This is an optimization exercise on Yosys and OpenROAD, whose aim is small area, not a production implementation.

==> run a <==
## comms
module comms(
    input clk,
    input BTNC,
    input BTNU,
    input BTND,
    input BTNR,
    input BTNL,
    input[7:0] D_SW,
    output [7:0] LED,
    output JA1,
    input JA2,
    output JA3,
    input JA4,
    output JB1,
    input JB2,
    output JB3,
    output JB7,
    output JB8,
    input JA7,
    output JA8,
    input JA9,
    input JA10,
    output JB9,
    input JB10_I,
    output JB10_O,
    output JB10_OE,
    input JC1_N,
    input JC1_P_I,
    output JC1_P_O,
    output JC1_P_OE
);
localparam UART = 2'd0;
localparam SPI = 2'd1;
wire [1:0] mode;
wire [7:0] uart_data_received;
wire [2:0] uart_spd;
wire [7:0] spi_data_received;
wire spi_mode, cpol, cpha;
wire [2:0] spi_spd;
wire [7:0] i2c_data_received;
wire i2c_mode;
wire [1:0] i2c_spd;
assign LED = (mode == UART ? uart_data_received : (mode == SPI ? spi_data_received : i2c_data_received));
console console(.clk(clk), .reset(BTNC), .tx(JA1), .rx(JA2), .mode(mode), .uart_spd(uart_spd), .spi_spd(spi_spd),
                .spi_mode(spi_mode), .spi_cpol(cpol), .spi_cpha(cpha),
                .i2c_mode(i2c_mode), .i2c_spd(i2c_spd));
  ...
clock: 80.0 ns
lec_check: 0
cap_margin: 20
core_margin: 2
core_utilization: 40
cts_buf_list: sky130_fd_sc_hd__clkbuf_4
cts_cluster_diameter: 50
cts_cluster_size: 10
slew_margin: 20
standard.sh (not shown) runs the stock make flow with config.mk's settings and CLKGATE_MAP_FILE= SYNTH_SCRIPT=/design/flow/synth_recipe.tcl, a recipe that flattens the netlist after the stock synthesis.
==> flow/flow/run.sh <==
#!/bin/bash
# Layout flow: the standard ORFS flow (standard synthesis unchanged) with
# two changes to how the layout is made:
#  - ports are buffered with sky130_fd_sc_hd__buf_1 instead of the default
#    buffer_ports choice (every input and output port still gets a buffer);
#  - clock tree synthesis uses clkbuf_4 leaf clusters of at most 10 sinks
#    and inserts no dummy loads.
# ORFS writes each step's full log under orfs/logs/; make's own output goes
# to standard.log in this folder.
set -euo pipefail
export BUFFER_PORTS_ARGS="-buffer_cell sky130_fd_sc_hd__buf_1"
export CTS_ARGS="-sink_clustering_enable -repair_clock_nets -buf_list sky130_fd_sc_hd__clkbuf_4 -sink_clustering_size 10 -sink_clustering_max_diameter 50 -dont_use_dummy_load"
bash standard.sh finish > standard.log 2>&1
==> run b: changes against run a <==
--- a/flow/design.v
+++ b/flow/design.v
@@ -37,45 +37,44 @@
         3'd1: cv = 20'h6acfe;    
         3'd2: cv = 20'hd923f;    
         3'd3: cv = 20'h2352e;    
         3'd4: cv = 20'hc9fd5;    
         default: cv = 20'hfc337;  
     endcase
 end
-wire eq0 = (counter == 20'd0);
-wire eqcv = (counter == cv);
-always @ (posedge clk)
-begin
-    if (tx_busy) begin
-        if (!eq0 && eqcv)
-            counter <= 20'd0;
-        else
-            counter <= counter_inc;
-        if (eq0)
-            i <= i + 1'b1;
-    end else begin
-        if (!pulse)
-            counter <= 20'd0;
-        i <= 4'd0;
-    end
-end
 always @ (posedge clk or posedge reset)
 begin
     if (reset) begin
+        counter <= 20'd0;
         tx <= 1'b1;
+        i <= 0;
         tx_busy <= 0;
     end else begin
-        if (pulse)
+        if (pulse) begin
             tx_busy <= 1'b1;
-        else if (i == 4'd11)
-            tx_busy <= 1'b0;
-        if (!pulse && i == 4'd11)
-            tx <= 1'b1;
-        else if (tx_busy && eq0 && i <= 4'd9)
-            tx <= frame[i];
+        end else if (i == 4'd11) begin
+           tx_busy <= 1'b0;
+           tx <= 1'b1;
+           counter <= 20'd0;
+        end
+        if (tx_busy) begin
+            if (counter == 20'd0) begin
+                if (i <= 4'd9) begin
+                    tx <= frame[i];
+                end
+                i <= i + 1'b1;
+                counter <= counter_inc;
+            end else if (counter == cv) begin
+                counter <= 20'd0;
+            end else begin
+                counter <= counter_inc;
+            end
+        end else begin
+            i <= 0;
+        end
     end
 end
 endmodule
 module uart_byte_tx_con (
     input clk,
     input reset,
     input [7:0] tx_data,
@@ -85,45 +84,44 @@
 );
 localparam [9:0] C0 = 10'h001;
 localparam [9:0] C868 = 10'h280;
 reg [3:0] i;
 reg [9:0] counter;
 wire [9:0] frame = {1'b1, tx_data, 1'b0};
 wire [9:0] counter_inc = {counter[8:0], counter[9] ^ counter[2]};
-wire eq0 = (counter == C0);
-wire eqcv = (counter == C868);
-always @ (posedge clk)
-begin
-    if (tx_busy) begin
-        if (!eq0 && eqcv)
-            counter <= C0;
-        else
-            counter <= counter_inc;
-        if (eq0)
-            i <= i + 1'b1;
-    end else begin
-        if (!pulse)
-            counter <= C0;
-        i <= 4'd0;
-    end
-end
 always @ (posedge clk or posedge reset)
 begin
     if (reset) begin
+        counter <= C0;
         tx <= 1'b1;
+        i <= 0;
         tx_busy <= 0;
     end else begin
-        if (pulse)
+        if (pulse) begin
             tx_busy <= 1'b1;
-        else if (i == 4'd11)
-            tx_busy <= 1'b0;
-        if (!pulse && i == 4'd11)
-            tx <= 1'b1;
-        else if (tx_busy && eq0 && i <= 4'd9)
-            tx <= frame[i];
+        end else if (i == 4'd11) begin
+           tx_busy <= 1'b0;
+           tx <= 1'b1;
+           counter <= C0;
+        end
+        if (tx_busy) begin
+            if (counter == C0) begin
+                if (i <= 4'd9) begin
+                    tx <= frame[i];
+                end
+                i <= i + 1'b1;
+                counter <= counter_inc;
+            end else if (counter == C868) begin
+                counter <= C0;
+            end else begin
+                counter <= counter_inc;
+            end
+        end else begin
+            i <= 0;
+        end
     end
 end
 endmodule
 module uart_rx (
     input clk,
     input reset,
     input [2:0] spd,
@@ -141,44 +139,39 @@
         3'd1: begin cv = 20'h6acfe; hv = 20'h323df; end    
         3'd2: begin cv = 20'hd923f; hv = 20'h2352e; end    
         3'd3: begin cv = 20'h2352e; hv = 20'h688e5; end    
         3'd4: begin cv = 20'hc9fd5; hv = 20'h91cff; end    
         default: begin cv = 20'hfc337; hv = 20'h2ef2e; end  
     endcase
 end
-wire hit_h = rx_busy && (counter == hv);
-wire hit_c = rx_busy && !hit_h && (counter == cv);
-wire done = hit_c && (i == 5'd9);
-always @ (posedge clk)
-begin
-    if (!rx_busy || hit_c)
-        counter <= 20'd0;
-    else
-        counter <= counter_inc;
-    if (!rx_busy || done)
-        i <= 5'd0;
-    else if (hit_h)
-        i <= i + 1'b1;
-end
 integer k;
 always @ (posedge clk or posedge reset)
 begin
     if (reset) begin
         rx_data <= 0;
+        counter <= 20'd0;
+        i <= 0;
         rx_busy <= 1'b0;
     end else begin
-        if (rx_busy == 1'b0) begin
-            if (rx == 0)
-                rx_busy <= 1'b1;
-        end else begin
-            if (hit_h) begin
+        if (rx_busy == 1'b0 && rx == 0) begin
+            rx_busy <= 1'b1;
+        end else if (rx_busy == 1'b1) begin
+            if (counter == hv) begin
                 for (k = 1; k <= 8; k = k + 1)
                     if (i == k) rx_data[k-1] <= rx;
-            end else if (done) begin
-                rx_busy <= 1'b0;
+                i <= i + 1'b1;
+                counter <= counter_inc;
+            end else if (counter == cv) begin
+                counter <= 20'd0;
+                if (i == 9) begin
+                    rx_busy <= 1'b0;
+                    i <= 0;
+                end
+            end else begin
+                counter <= counter_inc;
             end
         end
     end
 end
 endmodule
 module uart_rx_con (
     input clk,
@@ -190,44 +183,48 @@
 );
 localparam [9:0] C0 = 10'h001;
 localparam [9:0] C434 = 10'h063;
 localparam [9:0] C868 = 10'h280;
 reg [9:0] counter;
 reg [3:0] i;
 wire [9:0] counter_inc = {counter[8:0], counter[9] ^ counter[2]};
-wire hit_h = rx_busy && (counter == C434);
-wire hit_c = rx_busy && !hit_h && (counter == C868);
-wire done = hit_c && (i == 4'd9);
 integer k;
-always @ (posedge clk)
-begin
-    if (clr_buffer || !rx_busy || hit_c)
-        counter <= C0;
-    else
-        counter <= counter_inc;
-    if (clr_buffer || !rx_busy || done)
-        i <= 4'd0;
-    else if (hit_h)
-        i <= i + 1'b1;
-    if (clr_buffer)
-        rx_data <= 8'd0;
-    else if (hit_h) begin
-        for (k = 1; k <= 8; k = k + 1)
-            if (i == k) rx_data[k-1] <= rx;
-    end
-end
 always @ (posedge clk or posedge reset)
 begin
     if (reset) begin
+        rx_data <= 0;
+        counter <= C0;
+        i <= 0;
         rx_busy <= 1'b0;
     end else begin
-        if (clr_buffer || done)
-            rx_busy <= 1'b0;
-        else if (rx_busy == 1'b0 && rx == 0)
-            rx_busy <= 1'b1;
+        if (clr_buffer) begin
+            rx_data <= 0;
+            counter <= C0;
+            i <= 0;
+            rx_busy <= 0;
+        end else begin
+            if (rx_busy == 1'b0 && rx == 0) begin
+                rx_busy <= 1'b1;
+            end else if (rx_busy == 1'b1) begin
+                if (counter == C434) begin
+                    for (k = 1; k <= 8; k = k + 1)
+                        if (i == k) rx_data[k-1] <= rx;
+                    i <= i + 1'b1;
+                    counter <= counter_inc;
+                end else if (counter == C868) begin
+                    counter <= C0;
+                    if (i == 9) begin
+                        rx_busy <= 1'b0;
+                        i <= 0;
+                    end
+                end else begin
+                    counter <= counter_inc;
+                end
+            end
+        end
     end
 end
 endmodule
 module uart_8bytes_tx(
     input clk,
     input reset,
     input err,
@@ -281,33 +278,30 @@
         state <= next_state;
     end
 end
 always @ (posedge clk)
 begin
     tx_busy_r <= {tx_busy_r[0], tx_busy_1byte};
 end
-always @ (posedge clk)
+always @ (posedge clk or posedge reset)
 begin
-    if (state == IDLE)
+    if (reset)
         k <= 3'd0;
     else if (state == TRIGGER)
         k <= (k == 3'd0) ? (err ? 3'd6 : 3'd3) : k - 1'b1;
 end
-always @ (posedge clk)
-begin
-    if (state == IDLE)
-        tx_busy_8bytes <= pulse;
-end
 always @ (posedge clk or posedge reset)
 begin
     if (reset) begin
         send_byte <= 0;
+        tx_busy_8bytes <= 0;
     end else begin
         if (state == IDLE) begin
             send_byte <= 0;
+            tx_busy_8bytes <= pulse;
         end else if (state == TRIGGER) begin
             send_byte <= 1;
         end else if (state == XMIT) begin
             send_byte <= 0;
         end
     end
 end
@@ -564,16 +558,14 @@
     end
 end
 assign send = (state == WAIT1);
 always @ (posedge clk)
 begin
     if (state == STANDBY && rx_busy_fedge && received_byte != 8'h0a)
         val <= nv;
-    if (state == RESPOND)
-        resp_err <= (act == 4'd0);
 end
 always @ (posedge clk or posedge reset)
 begin
     if (reset) begin
         cand <= 0;
         p <= 0;
         zl <= 5'd16;
@@ -590,28 +582,30 @@
             zl <= 5'd16;
         end
     end
 end
 always @ (posedge clk or posedge reset)
 begin
     if (reset) begin
+        resp_err <= 0;
         mode <= SPI;
         uart_spd <= 3'd3;
         spi_spd <= 3'd3;
         i2c_spd <= 2'd0;
         spi_mode <= SLAVE;
         spi_cpol <= 0;
         spi_cpha <= 0;
         i2c_mode <= SLAVE;
         clear_buffer <= 0;
     end else begin
         if (state == STANDBY) begin
             clear_buffer <= rx_busy_fedge;
         end else if (state == RESPOND) begin
             clear_buffer <= 0;
+            resp_err <= (act == 4'd0);
             case (act)
                 A_MODE_UART: mode <= UART;
                 A_MODE_SPI: mode <= SPI;
                 A_MODE_I2C: mode <= I2C;
                 A_SPI_MASTER: spi_mode <= MASTER;
                 A_SPI_SLAVE: spi_mode <= SLAVE;
                 A_CPOL: spi_cpol <= val[0];
@@ -727,44 +721,48 @@
 begin
     if (reset) begin
         state <= IDLE;
     end else begin
         state <= next_state;
     end
 end
-always @ (posedge clk)
+always @ (posedge clk or posedge reset)
 begin
-    if (state == IDLE) begin
-        sclk <= cpol;
-    end else if (state == CPHA0_DATA_PHASE && bit4tx >= 0) begin
-        if (half_counted || full_counted) begin
-            sclk <= ~sclk;
-        end
-    end else if (state == CPHA1_DATA_PHASE && bit4tx >= 0) begin
-        if (counter == 0 || half_counted) begin
-            sclk <= ~sclk;
-        end
+    if (reset) begin
+        sclk <= 1'b0;
     end else begin
-        sclk <= 0;
+        if (state == IDLE) begin
+            sclk <= cpol;
+        end else if (state == CPHA0_DATA_PHASE && bit4tx >= 0) begin
+            if (half_counted || full_counted) begin
+                sclk <= ~sclk;
+            end
+        end else if (state == CPHA1_DATA_PHASE && bit4tx >= 0) begin
+            if (counter == 0 || half_counted) begin
+                sclk <= ~sclk;
+            end
+        end else begin
+            sclk <= 0;
+        end
     end
 end
-always @ (posedge clk)
+always @ (posedge clk or posedge reset)
 begin
-    if (state == IDLE)
+    if (reset) begin
         bit4tx <= 7;
-    else if (data_phase && counter != 0 && full_counted)
-        bit4tx <= bit4tx - 1'b1;
-end
-always @ (posedge clk)
-begin
-    begin
+        cs1 <= 1;
+        cs2 <= 1;
+        activate_counter <= 0;
+        mosi <= 1'b0;
+    end else begin
         if (state == IDLE) begin
             cs1 <= 1;
             cs2 <= 1;
             mosi <= 1'b0;
+            bit4tx <= 7;
             activate_counter <= 0;
         end else if (state == CHIP1SELECT) begin
             cs1 <= 0;
         end else if (state == CHIP2SELECT) begin
             cs2 <= 0;
         end else if (state == CPHA1DELAY) begin
             mosi <= 0;
@@ -772,14 +770,15 @@
         end else if (data_phase) begin
             activate_counter <= 1;
             if (counter == 0) begin
                 if (bit4tx >= 0) begin
                     mosi <= data2send[bit4tx[2:0]];
                 end
             end else if (full_counted) begin
+                bit4tx <= bit4tx - 1'b1;
                 if (bit4tx == -1)
                     activate_counter <= 0;
             end
         end else if (state == CPHA0DELAY) begin
             mosi <= 1'b0;
             activate_counter <= 1;
         end
@@ -953,51 +952,34 @@
 begin
     if (reset) begin
         state <= IDLE;
     end else begin
         state <= next_state;
     end
 end
-always @ (posedge clk)
+always @ (posedge clk or posedge reset)
 begin
-    if (state == IDLE || is4q) begin
+    if (reset) begin
         counter <= 0;
     end else begin
-        counter <= counter_inc;
-    end
-end
-always @ (posedge clk)
-begin
-    case (state)
-    IDLE: begin
-        addr_acknowledged <= 0;
-        bit_idx <= 6;
-    end
-    START, ADDR: begin
-        if (is4q)
-            bit_idx <= bit_idx - 1'b1;
-    end
-    ADDR_ACK: begin
-        if (is1q) begin
-            bit_idx <= 7;
-            addr_acknowledged <= (sda_i == 0);
-        end else if (is4q) begin
-            bit_idx <= bit_idx - 1'b1;
-        end
-    end
-    DATA1: begin
-        if (is4q && bit_idx >= 0)
-            bit_idx <= bit_idx - 1'b1;
+        if (state != IDLE) begin
+            if (is4q) begin
+                counter <= 0;
+            end else begin
+                counter <= counter_inc;
+            end
+        end
     end
-    default: ;
-    endcase
 end
-always @ (posedge clk)
+always @ (posedge clk or posedge reset)
 begin
-    begin
+    if (reset) begin
+        reg_scl <= 0;
+        scl_driving <= 0;
+    end else begin
         if (state == IDLE) begin
             scl_driving <= 0;
         end else if (state == START) begin
             scl_driving <= 1;
             if (counter == 0) begin
                 reg_scl <= 1;
             end else if (is2q) begin
@@ -1010,52 +992,65 @@
                 reg_scl <= 1;
             end else if (is3q) begin
                 reg_scl <= 0;
             end
         end
     end
 end
-always @ (posedge clk)
+always @ (posedge clk or posedge reset)
 begin
-    begin
+    if (reset) begin
+        bit_idx <= 6;
+        addr_acknowledged <= 0;
+        sda_driving <= 0;
+        reg_sda <= 0;
+    end else begin
         case (state)
         IDLE: begin
             sda_driving <= 0;
             reg_sda <= 0;
+            addr_acknowledged <= 0;
+            bit_idx <= 6;
         end
         START: begin
             sda_driving <= 1;
             if (counter == 0) begin
                 reg_sda <= 0;
             end else if (is4q) begin
                 reg_sda <= addr2send[bit_idx];
+                bit_idx <= bit_idx - 1'b1;
             end
         end
         ADDR: begin
             if (is4q) begin
                 reg_sda <= (bit_idx >= 0 ? addr2send[bit_idx] : 1'b0);
+                bit_idx <= bit_idx - 1'b1;
             end
         end
         RW: begin
             if (is4q) begin
                 sda_driving <= 0;
             end
         end
         ADDR_ACK: begin
             if (is1q) begin
+                bit_idx <= 7;
+                addr_acknowledged <= (sda_i == 0);
             end else if (is4q) begin
                 sda_driving <= 1;
                 reg_sda <= data2send[bit_idx];
+                bit_idx <= bit_idx - 1'b1;
             end
         end
         DATA1: begin
             sda_driving <= 1;
             if (is4q) begin
                 if (bit_idx >= 0) begin
                     reg_sda <= data2send[bit_idx];
+                    bit_idx <= bit_idx - 1'b1;
                 end else begin
                     sda_driving <= 0;
                 end
             end
         end
         DATA1_ACK: begin
             if (is1q) begin
@@ -1132,73 +1127,62 @@
         state <= IDLE;
     end else begin
         sclr <= {sclr[0], scl};
         sdar <= {sdar[0], sda_i};
         state <= next_state;
     end
 end
-always @ (posedge clk)
-begin
-    case (state)
-    IDLE: begin
-        b <= 4'd8;
-        addr_ok <= 1'b1;
-    end
-    ADDR: begin
-        if (scl_fedge && b != 4'd0) begin
-            if (b >= 4'd2)
-                addr_ok <= addr_ok & (sda_i == SLAVE_ADDRESS[abit]);
-            b <= b - 1'b1;
-        end
-    end
-    RW: begin
-        if (scl_fedge)
-            b <= b - 1'b1;
-    end
-    ADDR_ACK: begin
-        b <= 4'd9;
-    end
-    DATA1: begin
-        if (scl_fedge && b >= 4'd2)
-            b <= b - 1'b1;
-    end
-    default: ;
-    endcase
-end
 always @ (posedge clk or posedge reset)
 begin
     if (reset) begin
+        b <= 4'd8;
         sda_driving <= 0;
         sda_out <= 0;
+        addr_ok <= 1'b1;
         data_received <= 0;
     end else begin
         case (state)
         IDLE: begin
+            b <= 4'd8;
             sda_driving <= 0;
             sda_out <= 0;
+            addr_ok <= 1'b1;
+        end
+        ADDR: begin
+            if (scl_fedge) begin
+                if (b != 4'd0) begin
+                    if (b >= 4'd2) begin
+                        addr_ok <= addr_ok & (sda_i == SLAVE_ADDRESS[abit]);
+                    end
+                    b <= b - 1'b1;
+                end
+            end
         end
         RW: begin
             if (scl_fedge) begin
+                b <= b - 1'b1;
                 sda_driving <= 1;
                 sda_out <= ~addr_match;
             end
         end
         ADDR_ACK: begin
+            b <= 4'd9;
             if (scl_fedge) begin
                 sda_driving <= 0;
             end
         end
         DATA1: begin
             if (scl_fedge) begin
                 if (b >= 4'd2) begin
                     if (b == 4'd2) begin
                         sda_driving <= 1;
                         sda_out <= 0;
                     end
                     data_received <= {data_received[6:0], sda_i};
+                    b <= b - 1'b1;
                 end
             end
         end
         DATA1_ACK: begin
             if (scl_fedge) begin
                 sda_driving <= 0;
             end
==> flow/flow/run.sh (replaced) <==
#!/bin/bash
# Layout flow: the standard ORFS flow (standard synthesis unchanged) with
# two changes to how the layout is made:
#  - ports are buffered with sky130_fd_sc_hd__buf_1 instead of the default
#    buffer_ports choice (every input and output port still gets a buffer);
#  - clock tree synthesis uses clkbuf_4 leaf clusters of at most 10 sinks
#    and inserts no dummy loads.
# ORFS writes each step's full log under orfs/logs/; make's own output goes
# to standard.log in this folder.
set -euo pipefail
export BUFFER_PORTS_ARGS="-buffer_cell sky130_fd_sc_hd__buf_1"
export CTS_ARGS="-sink_clustering_enable -repair_clock_nets -buf_list sky130_fd_sc_hd__clkbuf_2 -dont_use_dummy_load"
bash standard.sh finish > standard.log 2>&1
==> notes.md <==
Drt:
- After detailed routing, the met2 layer carries around 17 mm of wire.

Synth:
- The average instance in the mapped netlist occupies 8.884 sq um.

Timing:
- The worst max-slew margin expressed relative to the limit is 0.3032.

Status:
- The run finished with no timing, DRC or antenna violations.
The numbers above come from run a.

==> notes.md <==
Synth:
- In this run the mean area of a mapped cell was roughly 8.9 sq um.
- The cell area that synthesis handed to floorplanning was 0.01542 sq mm.

Status:
- The flow ran to the end and the layout has no timing, DRC or antenna violations.

Timing:
- Measured against its own limit, the worst slew margin works out to 0.2855.

Drt:
- The met2 wire length is 16.52 mm.
The numbers above come from run b.

Function was not checked in any run of this note: the RTL went through the layout flow alone.

separate check: timing with driven ports:
The results above use ideal ports. As a check the final layouts listed here were re-extracted and re-timed, cells and wires unchanged.
Step 1 (the two cells are an assumption about what drives the block):
set clk [get_ports {clk}]
set_driving_cell -lib_cell sky130_fd_sc_hd__clkbuf_16 $clk
set_driving_cell -lib_cell sky130_fd_sc_hd__buf_2 [delete_from_list [all_inputs] $clk]
Step 2, shift: input delay + t, output delay - t, t = (earliest + latest rising clock arrival at the registers) / 2. This alone moves slack from input paths to output paths.
Three values: ideal, step 1, step 2; two values: the first two.
| run | shift t [ns] | setup WS [ns] | hold slack, ns | clock arrival spread, ns | worst data-port slew with drivers (ns) |
|---|---|---|---|---|---|
| run a | 0.650 | 61.966 / 61.921 / 62.571 | 0.356 / 0.356 / 0.356 | 0.094 / 0.094 | 0.10 |
| run b | 0.894 | 61.835 / 61.789 / 62.462 | 0.321 / 0.321 / 0.321 | 0.097 / 0.097 | 0.06 |
After both steps every run listed still meets setup and hold. The worst setup slack also covers recovery checks on asynchronous resets.
